What follows belongs to an exercise in optimizing a design on an open flow for small area; a production flow would make more cautious choices. The RTL was checked by simulation tests, not by an equivalence proof against the original design. Power and IR drop assume default switching activity.

Design calc, start of the top module:
module calc(
	input wire clk,
	input wire rst,
	input wire start_in, pause_in,
	input wire record_in, recall_mode_in,
	input wire display_mode,
	input wire[3:0] reg_address,
	output wire[3:0] anode,
	output wire[7:0] segment,
	output wire started_LED,
	output wire paused_LED,
	output wire write_LED,
	output wire mode_LED);
For scale: about 1100 cells after synthesis, ~410 flip-flops, ~27 I/O pins, roughly 13000 µm² of cells after synthesis.
export LEC_CHECK = 0
export CAP_MARGIN = 0
export CORE_MARGIN = 2
export CORE_UTILIZATION = 80
export CTS_BUF_LIST = sky130_fd_sc_hd__clkbuf_8
export CTS_CLUSTER_DIAMETER = 100
export CTS_CLUSTER_SIZE = 15
export PLACE_DENSITY = 0.85
export SLEW_MARGIN = 0
create_clock -name core_clock -period 10.0 [get_ports {clk}]
standard.sh (not shown) runs the stock make flow with config.mk's settings and CLKGATE_MAP_FILE= SYNTH_SCRIPT=/design/flow/synth_recipe.tcl, a recipe that flattens the netlist after the stock synthesis.
==> flow/flow/run.sh <==
#!/bin/bash
# Standard ORFS layout, except that synthesis maps the logic with an
# area-oriented ABC script (flow/area.abc) and without the adder cell
# mapping. Registers, flattening and renaming are as in the standard flow's synthesis.
set -euo pipefail
HERE=$(pwd)
export MY_ABC_SCRIPT=$HERE/flow/area.abc
# smallest buffers on the ports; clock tree without dummy loads
export BUFFER_PORTS_ARGS="-buffer_cell sky130_fd_sc_hd__buf_1"
export CTS_ARGS="-sink_clustering_enable -repair_clock_nets -sink_clustering_size 15 -sink_clustering_max_diameter 100 -buf_list sky130_fd_sc_hd__clkbuf_8 -dont_use_dummy_load"
{ echo "source $HERE/flow/abc_hook.tcl"; cat synth_recipe.tcl; } > my_synth.tcl
bash standard.sh SYNTH_SCRIPT=$HERE/my_synth.tcl ADDER_MAP_FILE= finish > standard.log 2>&1
==> flow/flow/abc_hook.tcl <==
# Make every abc call use the script named by MY_ABC_SCRIPT.
proc abc {args} {
  set i [lsearch $args -script]
  if {$i >= 0} { lset args [expr {$i + 1}] $::env(MY_ABC_SCRIPT) }
  yosys abc {*}$args
}
==> flow/flow/area.abc <==
strash
&get -n
&fraig -x
&put
scorr
dc2
dc2
strash
&get -n
&dch -f
&nf -R 1000 -p -F 8 -A 4 -C 32
&put
The starting point went through all stages and came out clean.
Then changed:
==> flow/flow/area.abc (replaced) <==
strash
 &get -n
 &dch -f
 &nf -R 1000 -p -F 16 -A 8 -C 32
 &put
Result:
- worst setup slack degrades by 230 ps
- die area rises by 1.7%
- cell area rises by 1.7%
- routed wire length went down by 4.9%
- fmax shrinks by 4.1%
- global-route usage decreases by 3.0 points
Then changed:
==> flow/flow/run.sh (replaced) <==
#!/bin/bash
# Standard ORFS layout, except:
# - synthesis maps the logic with area-oriented ABC scripts (flow/abc/*.abc)
#   and without the adder cell mapping; it is run once per script and the
#   script giving the smallest cell area is kept. Registers, flattening and
#   renaming are as in the standard flow's synthesis.
# - ports get the smallest buffer, and the clock tree has no dummy loads.
set -euo pipefail
HERE=$(pwd)
export BUFFER_PORTS_ARGS="-buffer_cell sky130_fd_sc_hd__buf_1"
export CTS_ARGS="-sink_clustering_enable -repair_clock_nets -sink_clustering_size 15 -sink_clustering_max_diameter 100 -buf_list sky130_fd_sc_hd__clkbuf_8 -dont_use_dummy_load"
{ echo "source $HERE/flow/abc_hook.tcl"; cat synth_recipe.tcl; } > my_synth.tcl
STAT=orfs/reports/sky130hd/calc/base/synth_stat.txt
best=""; best_area=""
for s in flow/abc/*.abc; do
  n=$(basename $s .abc)
  export MY_ABC_SCRIPT=$HERE/$s
  bash standard.sh SYNTH_SCRIPT=$HERE/my_synth.tcl ADDER_MAP_FILE= clean_synth synth > synth_$n.log 2>&1
  a=$(awk '/Chip area for module/ {print $NF}' $STAT | tail -1)
  echo "$n $a" >> synth_areas.log
  if [ -z "$best" ] || awk -v a="$a" -v b="$best_area" 'BEGIN{exit !(a < b)}'; then best=$n; best_area=$a; fi
done
echo "best $best $best_area" >> synth_areas.log
export MY_ABC_SCRIPT=$HERE/flow/abc/$best.abc
bash standard.sh SYNTH_SCRIPT=$HERE/my_synth.tcl ADDER_MAP_FILE= clean_synth finish > standard.log 2>&1
==> flow/flow/abc/s_nfp.abc (new file) <==
strash
&get -n
&dch -f
&nf -R 1000 -p -F 8
&put
==> flow/flow/abc/t12.abc (new file) <==
strash
&get -n
&fraig -x
&put
scorr
dc2
dc2
strash
&get -n
&dch -f
&nf -R 1000 -p -F 8 -A 4 -C 32
&put
==> flow/flow/abc/t16.abc (new file) <==
strash
&get -n
&fraig -x
&put
scorr
dc2
dc2
dc2
dc2
strash
&get -n
&dch -f
&nf -R 1000 -p -F 8 -A 4 -C 32
&put
==> flow/flow/abc/t18.abc (new file) <==
strash
&get -n
&fraig -x
&put
scorr
dc2
dc2
balance
rewrite
refactor
dc2
strash
&get -n
&dch -f
&nf -R 1000 -p -F 8 -A 4 -C 32
&put
==> flow/flow/abc/t7.abc (new file) <==
strash
&get -n
&fraig -x
&put
scorr
dc2
strash
&get -n
&dch -f
&nf -R 1000 -p -F 8 -A 4 -C 32
&put
==> flow/flow/abc/t8.abc (new file) <==
strash
&get -n
&dch -f
&nf -R 1000 -p -F 16 -A 8 -C 32
&put
removed: flow/flow/area.abc
Utilization rises by 1.2 points.
Final cell count falls by a few percent.
Maximum frequency shrinks by a few percent.
Routed wire length increases by roughly a tenth.
Design area came out lower slightly.
Hold slack improves by 12 ps.

* * *

Setup of P:
Another version of the RTL of calc (not shown whole).
For scale: ~1100 cells after synthesis, about 410 flip-flops, ~27 I/O pins, roughly 12000 um^2 of cells after synthesis.
==> flow/config.mk <==
export PLATFORM = sky130hd
export DESIGN_NAME = calc
export DESIGN_NICKNAME = calc
export VERILOG_FILES = /design/flow/design.v
export SDC_FILE = /design/flow/constraint.sdc
export NUM_CORES = 4
export LEC_CHECK = 0
export CAP_MARGIN = 0
export CORE_MARGIN = 2
export CORE_UTILIZATION = 80
export CTS_BUF_LIST = sky130_fd_sc_hd__clkbuf_8
export CTS_CLUSTER_DIAMETER = 100
export CTS_CLUSTER_SIZE = 15
export PLACE_DENSITY = 0.85
export SLEW_MARGIN = 0
==> flow/constraint.sdc <==
create_clock -name core_clock -period 10.0 [get_ports {clk}]
set_input_delay 2.0000 -clock core_clock [delete_from_list [all_inputs] [get_ports {clk}]]
set_output_delay 2.0000 -clock core_clock [all_outputs]
set_load 0.01 [all_outputs]
==> flow/flow/run.sh <==
#!/bin/bash
# Standard ORFS layout, except:
# - synthesis maps the logic with area-oriented ABC scripts (flow/abc/*.abc)
#   and without the adder cell mapping; it is run once per script and the
#   script giving the smallest cell area is kept. Registers, flattening and
#   renaming are as in the standard flow's synthesis.
# - ports get the smallest buffer, and the clock tree has no dummy loads.
set -euo pipefail
HERE=$(pwd)
export BUFFER_PORTS_ARGS="-buffer_cell sky130_fd_sc_hd__buf_1"
export CTS_ARGS="-sink_clustering_enable -repair_clock_nets -sink_clustering_size 15 -sink_clustering_max_diameter 100 -buf_list sky130_fd_sc_hd__clkbuf_8 -dont_use_dummy_load"
{ echo "source $HERE/flow/abc_hook.tcl"; cat synth_recipe.tcl; } > my_synth.tcl
STAT=orfs/reports/sky130hd/calc/base/synth_stat.txt
best=""; best_area=""
for s in flow/abc/*.abc; do
  n=$(basename $s .abc)
  export MY_ABC_SCRIPT=$HERE/$s
  bash standard.sh SYNTH_SCRIPT=$HERE/my_synth.tcl ADDER_MAP_FILE= clean_synth synth > synth_$n.log 2>&1
  a=$(awk '/Chip area for module/ {print $NF}' $STAT | tail -1)
  echo "$n $a" >> synth_areas.log
  if [ -z "$best" ] || awk -v a="$a" -v b="$best_area" 'BEGIN{exit !(a < b)}'; then best=$n; best_area=$a; fi
done
echo "best $best $best_area" >> synth_areas.log
export MY_ABC_SCRIPT=$HERE/flow/abc/$best.abc
bash standard.sh SYNTH_SCRIPT=$HERE/my_synth.tcl ADDER_MAP_FILE= clean_synth finish > standard.log 2>&1
==> flow/flow/abc/s_nfp.abc <==
strash
&get -n
&dch -f
&nf -R 1000 -p -F 8
&put
==> flow/flow/abc/t12.abc <==
strash
&get -n
&fraig -x
&put
scorr
dc2
dc2
strash
&get -n
&dch -f
&nf -R 1000 -p -F 8 -A 4 -C 32
&put
==> flow/flow/abc/t16.abc <==
strash
&get -n
&fraig -x
&put
scorr
dc2
dc2
dc2
dc2
strash
&get -n
&dch -f
&nf -R 1000 -p -F 8 -A 4 -C 32
&put
==> flow/flow/abc/t18.abc <==
strash
&get -n
&fraig -x
&put
scorr
dc2
dc2
balance
rewrite
refactor
dc2
strash
&get -n
&dch -f
&nf -R 1000 -p -F 8 -A 4 -C 32
&put
==> flow/flow/abc/t7.abc <==
strash
&get -n
&fraig -x
&put
scorr
dc2
strash
&get -n
&dch -f
&nf -R 1000 -p -F 8 -A 4 -C 32
&put
==> flow/flow/abc/t8.abc <==
strash
&get -n
&dch -f
&nf -R 1000 -p -F 16 -A 8 -C 32
&put
Scripts as last shown in full above: flow/flow/abc_hook.tcl
#### Input delta (Q over P)
diff --git a/flow/flow/run.sh b/flow/flow/run.sh
--- a/flow/flow/run.sh
+++ b/flow/flow/run.sh
@@ -9,5 +9,5 @@
 HERE=$(pwd)
 export BUFFER_PORTS_ARGS="-buffer_cell sky130_fd_sc_hd__buf_1"
-export CTS_ARGS="-sink_clustering_enable -repair_clock_nets -sink_clustering_size 15 -sink_clustering_max_diameter 100 -buf_list sky130_fd_sc_hd__clkbuf_8 -dont_use_dummy_load"
+export CTS_ARGS="-sink_clustering_enable -repair_clock_nets -sink_clustering_size 17 -sink_clustering_max_diameter 80 -buf_list sky130_fd_sc_hd__clkbuf_8 -dont_use_dummy_load"
 { echo "source $HERE/flow/abc_hook.tcl"; cat synth_recipe.tcl; } > my_synth.tcl
 STAT=orfs/reports/sky130hd/calc/base/synth_stat.txt
diff --git a/flow/config.mk b/flow/config.mk
--- a/flow/config.mk
+++ b/flow/config.mk
@@ -10,6 +10,6 @@
 export CORE_UTILIZATION = 80
 export CTS_BUF_LIST = sky130_fd_sc_hd__clkbuf_8
-export CTS_CLUSTER_DIAMETER = 100
-export CTS_CLUSTER_SIZE = 15
+export CTS_CLUSTER_DIAMETER = 80
+export CTS_CLUSTER_SIZE = 17
 export PLACE_DENSITY = 0.85
 export SLEW_MARGIN = 0
==> comparison <==
- | clock transition at the registers of the reported paths | Q vs P | ≈ equal |
- Detail-routed via count per cell essentially unchanged between Q and P.
- [compare] base=P new=Q: violation count after the first detailed-routing iteration roughly the same, clock buffer and inverter area fraction after layout lower.
- On Q: synthesis-to-layout area growth is 0.33 points lower than what P gave.
- Data arrival time of the worst path for Q is higher than for P.
- Overflow left after global routing: Q vs P — no meaningful difference
- Compared with P, Q shows a lower via count.
- Number of clock buffers in the layout (higher): P
Input changes introduced in R (baseline for comparison: Q):
diff --git a/flow/flow/run.sh b/flow/flow/run.sh
--- a/flow/flow/run.sh
+++ b/flow/flow/run.sh
@@ -9,5 +9,5 @@
 HERE=$(pwd)
 export BUFFER_PORTS_ARGS="-buffer_cell sky130_fd_sc_hd__buf_1"
-export CTS_ARGS="-sink_clustering_enable -repair_clock_nets -sink_clustering_size 17 -sink_clustering_max_diameter 80 -buf_list sky130_fd_sc_hd__clkbuf_8 -dont_use_dummy_load"
+export CTS_ARGS="-sink_clustering_enable -repair_clock_nets -sink_clustering_size 19 -sink_clustering_max_diameter 60 -buf_list sky130_fd_sc_hd__clkbuf_8 -dont_use_dummy_load"
 { echo "source $HERE/flow/abc_hook.tcl"; cat synth_recipe.tcl; } > my_synth.tcl
 STAT=orfs/reports/sky130hd/calc/base/synth_stat.txt
diff --git a/flow/config.mk b/flow/config.mk
--- a/flow/config.mk
+++ b/flow/config.mk
@@ -10,6 +10,6 @@
 export CORE_UTILIZATION = 80
 export CTS_BUF_LIST = sky130_fd_sc_hd__clkbuf_8
-export CTS_CLUSTER_DIAMETER = 80
-export CTS_CLUSTER_SIZE = 17
+export CTS_CLUSTER_DIAMETER = 60
+export CTS_CLUSTER_SIZE = 19
 export PLACE_DENSITY = 0.85
 export SLEW_MARGIN = 0
## What came out
Final core area utilization for R: 0.27 points down relative to Q. Q and R ended up with nearly the same synthesized cell count. Compared with Q, R shows maximum vdd ir drop higher by about 13%. R vs Q: number of global-route vias before repair up slightly. Taking Q as the reference, in R number of distinct standard cells referenced by the synthesized netlist stayed essentially flat, worst hold margin moved up. R -> Q: count of input and output buffers delta 0, exact match. Looking at power, R sits 1.4% below Q. [compare] base=Q new=R: diode insertion count for antenna repair did not really move; area overhead of the layout relative to synthesis went down.

[what the ideal ports hide]
The flow's constraints put no driver on any port. The routed layouts listed below were extracted and timed again, unchanged, in two steps.
Step 1 (the two cells are an assumption about what drives the block):
set clk [get_ports {clk}]
set_driving_cell -lib_cell sky130_fd_sc_hd__clkbuf_16 $clk
set_driving_cell -lib_cell sky130_fd_sc_hd__buf_2 [delete_from_list [all_inputs] $clk]
Step 2 times the ports against the registers' clock, not the clock port: input delays grow and output delays shrink by t, the midpoint of the rising clock arrivals with the driver on.
Slacks: ideal ports / drivers / drivers and shift; pairs: ideal ports / drivers.
run	shift t [ns]	setup slack, ns	clock arrival spread, ns	worst slew at a driven data input, ns	cell pins on the clock port's net
the first run of note 1	0.619	4.595 / 4.611 / 3.992	0.079 / 0.080	0.06	1
the second run of note 1	0.641	4.362 / 4.352 / 3.711	0.039 / 0.039	0.05	1
the third run of note 1	0.635	4.190 / 4.190 / 3.556	0.041 / 0.041	0.05	1
P	0.629	4.459 / 4.461 / 3.832	0.060 / 0.060	0.04	1
Q	0.620	4.464 / 4.465 / 3.845	0.064 / 0.064	0.05	1
R	0.609	4.430 / 4.439 / 3.831	0.037 / 0.037	0.04	1
After both steps setup and hold are still met in every run listed. For the second run of note 1, which loses most, drivers alone change the setup slack by -0.010 ns; drivers and shift together by -0.651 ns.
